This is an optimization exercise on Yosys and OpenROAD, whose aim is small area and a short achievable clock period, not a production implementation. RTL that was checked went through simulation tests only; none was proved equivalent to the original. Power figures rest on the tool's default switching activity, not on a simulated workload.

// L1_cache
module L1_cache #(
    parameter CTID = 0)
    (
    input logic clock,
    input logic reset,
    input logic [31:0] PCF,                  
    input logic [31:0] addr_rst,             
    input logic [1:0] tid_fetch,             
    input logic [31:0] br_target,            
    input logic [1:0] tid_br,                
    input logic [31:0] l2addr,               
    input logic [1:0] l2_tid,                
    input logic [127:0] l2_line,             
    input logic l2_valid_rsp,                
    output logic br_req,                     
    output logic req_spec,                   
    output logic req_refill,                 
    output logic [31:0] instr                
    );
Settings: LEC_CHECK=0, CAP_MARGIN=20, CORE_MARGIN=2, CORE_UTILIZATION=40, CTS_BUF_LIST=sky130_fd_sc_hd__clkbuf_4 sky130_fd_sc_hd__clkbuf_8, SETUP_SLACK_MARGIN=3.0, SLEW_MARGIN=20, SYNTH_HIERARCHICAL=1; clock period 6.0 ns.
standard.sh (not shown) runs the stock make flow with config.mk's settings and CLKGATE_MAP_FILE= SYNTH_SCRIPT=/design/flow/synth_recipe.tcl, a recipe that flattens the netlist after the stock synthesis.
==> flow/flow/run.sh <==
#!/bin/bash
# Standard ORFS layout with two changes: port buffers use the smallest buffer
# cell, and timing repair only resizes and swaps pins (no buffering or cloning).
set -euo pipefail
export BUFFER_PORTS_ARGS="-buffer_cell sky130_fd_sc_hd__buf_1"
export SETUP_MOVE_SEQUENCE="sizeup,swap"
bash standard.sh > standard_flow.log 2>&1
Next try:
==> flow/flow/run.sh (replaced) <==
#!/bin/bash
# Standard ORFS layout; the only change is that port buffers use the smallest buffer cell.
set -euo pipefail
export BUFFER_PORTS_ARGS="-buffer_cell sky130_fd_sc_hd__buf_1"
bash standard.sh > standard_flow.log 2>&1
--- a/flow/config.mk
+++ b/flow/config.mk
@@ -9,3 +9,3 @@
 export CORE_MARGIN = 2
-export CORE_UTILIZATION = 40
+export CORE_UTILIZATION = 30
 export CTS_BUF_LIST = sky130_fd_sc_hd__clkbuf_4 sky130_fd_sc_hd__clkbuf_8
What happened: Worst setup slack gains 0.16 ns; clock-buffer cell count went down by 4; clock skew does not change.
Next try:
--- a/flow/config.mk
+++ b/flow/config.mk
@@ -9,5 +9,5 @@
 export CORE_MARGIN = 2
-export CORE_UTILIZATION = 30
+export CORE_UTILIZATION = 40
 export CTS_BUF_LIST = sky130_fd_sc_hd__clkbuf_4 sky130_fd_sc_hd__clkbuf_8
-export SETUP_SLACK_MARGIN = 3.0
+export SETUP_SLACK_MARGIN = 2.5
 export SLEW_MARGIN = 20
What happened: Setup slack gains 0.018 ns; maximum frequency came out higher slightly; final cell count fell by a little under a tenth; die area decreases by a quarter to a third; critical path depth stays the same; design area goes down by a few percent; worst hold slack gets worse by 0.0061 ns; non-clock buffer count shrinks by 7; sequential share of layout area climbs by 1.9 points; global-route usage rises by 6.6 points.
Next try:
==> flow/flow/run.sh (replaced) <==
#!/bin/bash
# Standard ORFS layout with two changes: port buffers use the smallest buffer
# cell, and power recovery downsizes cells off the critical paths after repair.
set -euo pipefail
export BUFFER_PORTS_ARGS="-buffer_cell sky130_fd_sc_hd__buf_1"
export RECOVER_POWER=100
bash standard.sh > standard_flow.log 2>&1
--- a/flow/config.mk
+++ b/flow/config.mk
@@ -11,3 +11,3 @@
 export CTS_BUF_LIST = sky130_fd_sc_hd__clkbuf_4 sky130_fd_sc_hd__clkbuf_8
-export SETUP_SLACK_MARGIN = 2.5
+export SETUP_SLACK_MARGIN = 3.0
 export SLEW_MARGIN = 20
The new run completed, yet does not pass: max-capacitance violations, max-slew violations; sequential share of layout area rose by 1.1 points; total power went down by 2.1%; clock-buffer cell count drops by 2; wire length fell by 2.6%; cell count came out lower by 0.70%; synthesized area is unchanged; synthesized cell count is unchanged; clock skew is unchanged; sequential cell count does not change.

* * *

L1_cache, a different RTL version from the one above (not shown whole).
Size: about 520 cells after synthesis.
export LEC_CHECK = 0
export CAP_MARGIN = 20
export CORE_MARGIN = 2
export CORE_UTILIZATION = 40
export CTS_BUF_LIST = sky130_fd_sc_hd__clkbuf_4 sky130_fd_sc_hd__clkbuf_8
export SETUP_SLACK_MARGIN = 1.5
export SLEW_MARGIN = 20
export SYNTH_HIERARCHICAL = 1
create_clock -name core_clock -period 6.0 [get_ports {clock}]
==> flow/flow/run.sh <==
#!/bin/bash
# Standard ORFS layout; the only change is that port buffers use the smallest buffer cell.
set -euo pipefail
export BUFFER_PORTS_ARGS="-buffer_cell sky130_fd_sc_hd__buf_1"
bash standard.sh > standard_flow.log 2>&1
The baseline went through all stages and came out clean.
Next try:
SETUP_SLACK_MARGIN = 2.2   (was 1.5)
The new run finished with timing, DRC and antenna clean.
Synthesized cell count does not change.
Flip-flop and latch count does not change.
Worst setup slack is better by 560 ps.
Utilization came out higher by 5.3 points.
Clock power rises by 13%.
Next try:
SETUP_SLACK_MARGIN = 3.0   (was 2.2)
Outcome: Worst hold slack loses 12 ps; register-to-register slack loses 20 ps; setup slack loses 7.1 ps; sequential cell count is unchanged; cell count falls by 1.3%; wire length rises by 1.2%.
Next try:
CAP_MARGIN = 10   (was 20)
SETUP_SLACK_MARGIN = 2.0   (was 3.0)
SLEW_MARGIN = 10   (was 20)
Effect: The new run ran to the end with no violations; total power came out lower by a few percent; clock-buffer cell count decreases by 8; wire length falls by a little under a tenth; final area fell by a little under a tenth; maximum frequency is lower by a few percent; via count goes down slightly; utilization is lower by 4.6 points; die area does not change; worst setup slack degrades by 140 ps; global-route usage went down by 2.5 points; cell count fell slightly.

* * *

the reference run:
Another version of the RTL of L1_cache (not shown whole).
For scale: ~570 cells after synthesis, roughly 300 I/O pins, roughly 0.0061 mm2 of cells after synthesis.
Settings: LEC_CHECK=0, CAP_MARGIN=20, CORE_MARGIN=2, CORE_UTILIZATION=40, SETUP_SLACK_MARGIN=2.0, SLEW_MARGIN=20, SYNTH_HIERARCHICAL=1; clock period 6.0 ns.
run.sh (not shown) runs the stock make flow with config.mk's settings and CLKGATE_MAP_FILE= SYNTH_SCRIPT=/design/flow/synth_recipe.tcl, a recipe that flattens the netlist after the stock synthesis.
Stock flow here: none of the scripts above is used.
> inputs changed (the reference run -> the trial run)
==> flow/flow/run.sh (new file) <==
#!/bin/bash
# Standard ORFS layout; the only change is that port buffers use the smallest buffer cell.
set -euo pipefail
export BUFFER_PORTS_ARGS="-buffer_cell sky130_fd_sc_hd__buf_1"
bash standard.sh > standard_flow.log 2>&1
==> flow/standard.sh (new file) <==
#!/bin/bash
# synth_recipe.tcl (not shown) runs the flow's synth.tcl, then flattens the netlist and writes it again
# the make line also repeats each setting of config.mk as NAME=value (left out here)
make -C /OpenROAD-flow-scripts/flow DESIGN_CONFIG=/design/flow/config.mk WORK_HOME=/design/flow/orfs CLKGATE_MAP_FILE= SYNTH_SCRIPT=/design/flow/synth_recipe.tcl "${@:-finish}"
removed: flow/run.sh
--- outcome ---
Of the reference run and the trial run, the run reporting the lower largest fanout on the critical path was the reference run. Cell area after synthesis: the reference run vs the trial run identical. Diff the reference run and the trial run: fraction of area in registers higher in the trial run. On fill cell total of the finished layout, the lower figure sits with the reference run, not the trial run. Compared to the reference run, the trial run leaves more free space in the core.
Function was not checked in any run of this note: the RTL went through the layout flow alone.

* * *

Setup of harbor:
The RTL this note starts from:
==> flow/design.v <==
module L1_cache #(
    parameter CTID = 0)
    (
    input logic clock,
    input logic reset,
    input logic [31:0] PCF,                  
    input logic [31:0] addr_rst,             
    input logic [1:0] tid_fetch,             
    input logic [31:0] br_target,            
    input logic [1:0] tid_br,                
    input logic [31:0] l2addr,               
    input logic [1:0] l2_tid,                
    input logic [127:0] l2_line,             
    input logic l2_valid_rsp,                
    output logic br_req,                     
    output logic req_spec,                   
    output logic req_refill,                 
    output logic [31:0] instr                
    );
    logic         active;       
    logic [27:0]  tag;          
    logic [127:0] data;         
    logic         zeroed;       
    genvar gi;
    logic         tid_ok;       
    assign tid_ok = (l2_tid == CTID);
    logic [3:0]   fill_w, fill_wn;
    logic [127:0] blk;          
    generate
        for (gi = 0; gi < 4; gi++) begin : g_fill
            L1_fdec u_fdec (.valid(l2_valid_rsp), .tid_ok(tid_ok), .f(fill_w[gi]), .fn(fill_wn[gi]));
        end
        for (gi = 0; gi < 128; gi++) begin : g_blk
            L1_sel2 u_blk (.s(fill_w[gi/32]), .sn(fill_wn[gi/32]), .a(l2_line[gi]), .b(data[gi]), .y(blk[gi]));
        end
    endgenerate
    logic fill, fill_n, tload, thold;
    L1_fdec u_fdec_t (.valid(l2_valid_rsp), .tid_ok(tid_ok), .f(fill), .fn(fill_n));
    assign tload = fill & ~reset;
    assign thold = fill_n & ~reset;
    logic [27:0] tag_d;
    generate
        for (gi = 0; gi < 28; gi++) begin : g_tag
            L1_sel2 u_tag (.s(tload), .sn(thold), .a(l2addr[gi+4]), .b(tag[gi]), .y(tag_d[gi]));
        end
    endgenerate
    logic [6:0] ne_p, ne_b;
    generate
        for (gi = 0; gi < 7; gi++) begin : g_cmp
            L1_ne4 u_nep (.a(PCF[4*gi+7 -: 4]), .t(tag[4*gi+3 -: 4]), .ne(ne_p[gi]));
            L1_ne4 u_neb (.a(br_target[4*gi+7 -: 4]), .t(tag[4*gi+3 -: 4]), .ne(ne_b[gi]));
        end
    endgenerate
    logic miss_p, ok;
    assign miss_p = |ne_p;
    assign ok     = fill | ~zeroed;             
    logic hn;
    assign hn = ~(active & ok & ~miss_p);
    logic [3:0] wsel;
    assign wsel[3] = (PCF[3:0] == 4'hc);
    assign wsel[2] = (PCF[3:0] == 4'h8);
    assign wsel[1] = (PCF[3:0] == 4'h4);
    assign wsel[0] = ~(wsel[3] | wsel[2] | wsel[1]);
    generate
        for (gi = 0; gi < 32; gi++) begin : g_out
            L1_word u_out (.s(wsel), .d({blk[96+gi], blk[64+gi], blk[32+gi], blk[gi]}), .hn(hn), .y(instr[gi]));
        end
    endgenerate
    assign req_spec   = active & ~miss_p & wsel[3];
    assign req_refill = active & miss_p;
    assign br_req     = ~active & (tid_br == CTID) & (|ne_b);
    always_ff @(posedge clock) begin
        active <= (tid_fetch == CTID);
        data   <= blk;
        tag    <= tag_d;
        zeroed <= reset | (zeroed & fill_n);
    end
endmodule
module L1_fdec (input logic valid, input logic tid_ok, output logic f, output logic fn);
    assign f  = valid & tid_ok;
    assign fn = ~(valid & tid_ok);
endmodule
module L1_sel2 (input logic s, input logic sn, input logic a, input logic b, output logic y);
    assign y = (s & a) | (sn & b);
endmodule
module L1_ne4 (input logic [3:0] a, input logic [3:0] t, output logic ne);
    assign ne = |(a ^ t);
endmodule
module L1_word (input logic [3:0] s, input logic [3:0] d, input logic hn, output logic y);
    assign y = ~hn & (|(s & d));
endmodule
clock: 6.0 ns
lec_check: 0
cap_margin: 20
core_margin: 2
core_utilization: 40
cts_buf_list: sky130_fd_sc_hd__clkbuf_4 sky130_fd_sc_hd__clkbuf_8
setup_slack_margin: 3.0
slew_margin: 20
synth_hierarchical: 1
standard.sh (not shown) runs the stock make flow with config.mk's settings and CLKGATE_MAP_FILE= SYNTH_SCRIPT=/design/flow/synth_recipe.tcl, a recipe that flattens the netlist after the stock synthesis.
==> flow/flow/run.sh <==
#!/bin/bash
# Standard ORFS layout; the only change is that port buffers use the smallest buffer cell.
set -euo pipefail
export BUFFER_PORTS_ARGS="-buffer_cell sky130_fd_sc_hd__buf_1"
bash standard.sh > standard_flow.log 2>&1
The following lists how delta was set up differently from harbor:
Settings: SETUP_SLACK_MARGIN changed from 3.0 to 4.0.
==> summary.txt <==
The final layouts of delta and harbor pass the timing, design-rule and antenna checks.
Compared with harbor, delta is the more power-hungry design.
Largest incremental delay on the critical path essentially unchanged between delta and harbor.
Share of synthesized area occupied by flip-flops and latches: harbor vs delta identical
Routed wire length (lower): harbor
Net switching power figure for delta is higher than for harbor.

==> re-timing with driven ports <==
The flow's constraints put no driver on any port. The routed layouts listed below were extracted and timed again, unchanged, in two steps.
Step 1 (the two cells are an assumption about what drives the block):
set clk [get_ports {clock}]
set_driving_cell -lib_cell sky130_fd_sc_hd__clkbuf_16 $clk
set_driving_cell -lib_cell sky130_fd_sc_hd__buf_2 [delete_from_list [all_inputs] $clk]
Step 2, shift: input delay + t, output delay - t, t = (earliest + latest rising clock arrival at the registers) / 2. This alone moves slack from input paths to output paths.
Slacks: ideal / step 1 / step 2; pairs: ideal / step 1.
run	shift t [ns]	setup WS [ns]	worst setup path at the end	worst register clock-pin slew, ns	worst slew at a driven data input, ns
the first run of note 1	0.473	1.788 / 1.763 / 1.763	input to output	0.08 / 0.08	0.07
the second run of note 1	0.482	1.952 / 1.912 / 1.912	input to output	0.11 / 0.11	0.07
the third run of note 1	0.475	1.970 / 1.948 / 1.948	input to output	0.08 / 0.08	0.07
the fourth run of note 1	0.473	1.090 / 1.070 / 1.070	input to output	0.08 / 0.08	0.07
the first run of note 2	0.484	1.637 / 1.617 / 1.617	input to output	0.09 / 0.09	0.06
the second run of note 2	0.485	2.201 / 2.155 / 2.155	input to output	0.09 / 0.09	0.07
the third run of note 2	0.488	2.194 / 2.156 / 2.156	input to output	0.08 / 0.08	0.08
the fourth run of note 2	0.471	2.058 / 2.039 / 2.039	input to output	0.09 / 0.09	0.07
the reference run	0.463	1.562 / 1.522 / 1.522	input to output	0.06 / 0.06	0.07
the trial run	0.459	1.646 / 1.627 / 1.627	input to output	0.06 / 0.06	0.07
harbor	0.474	1.988 / 1.966 / 1.966	input to output	0.08 / 0.08	0.07
delta	0.479	2.024 / 1.999 / 1.999	input to output	0.09 / 0.09	0.07
For the second run of note 2, which loses most, drivers alone change the setup slack by -0.046 ns; drivers and shift together by -0.046 ns.
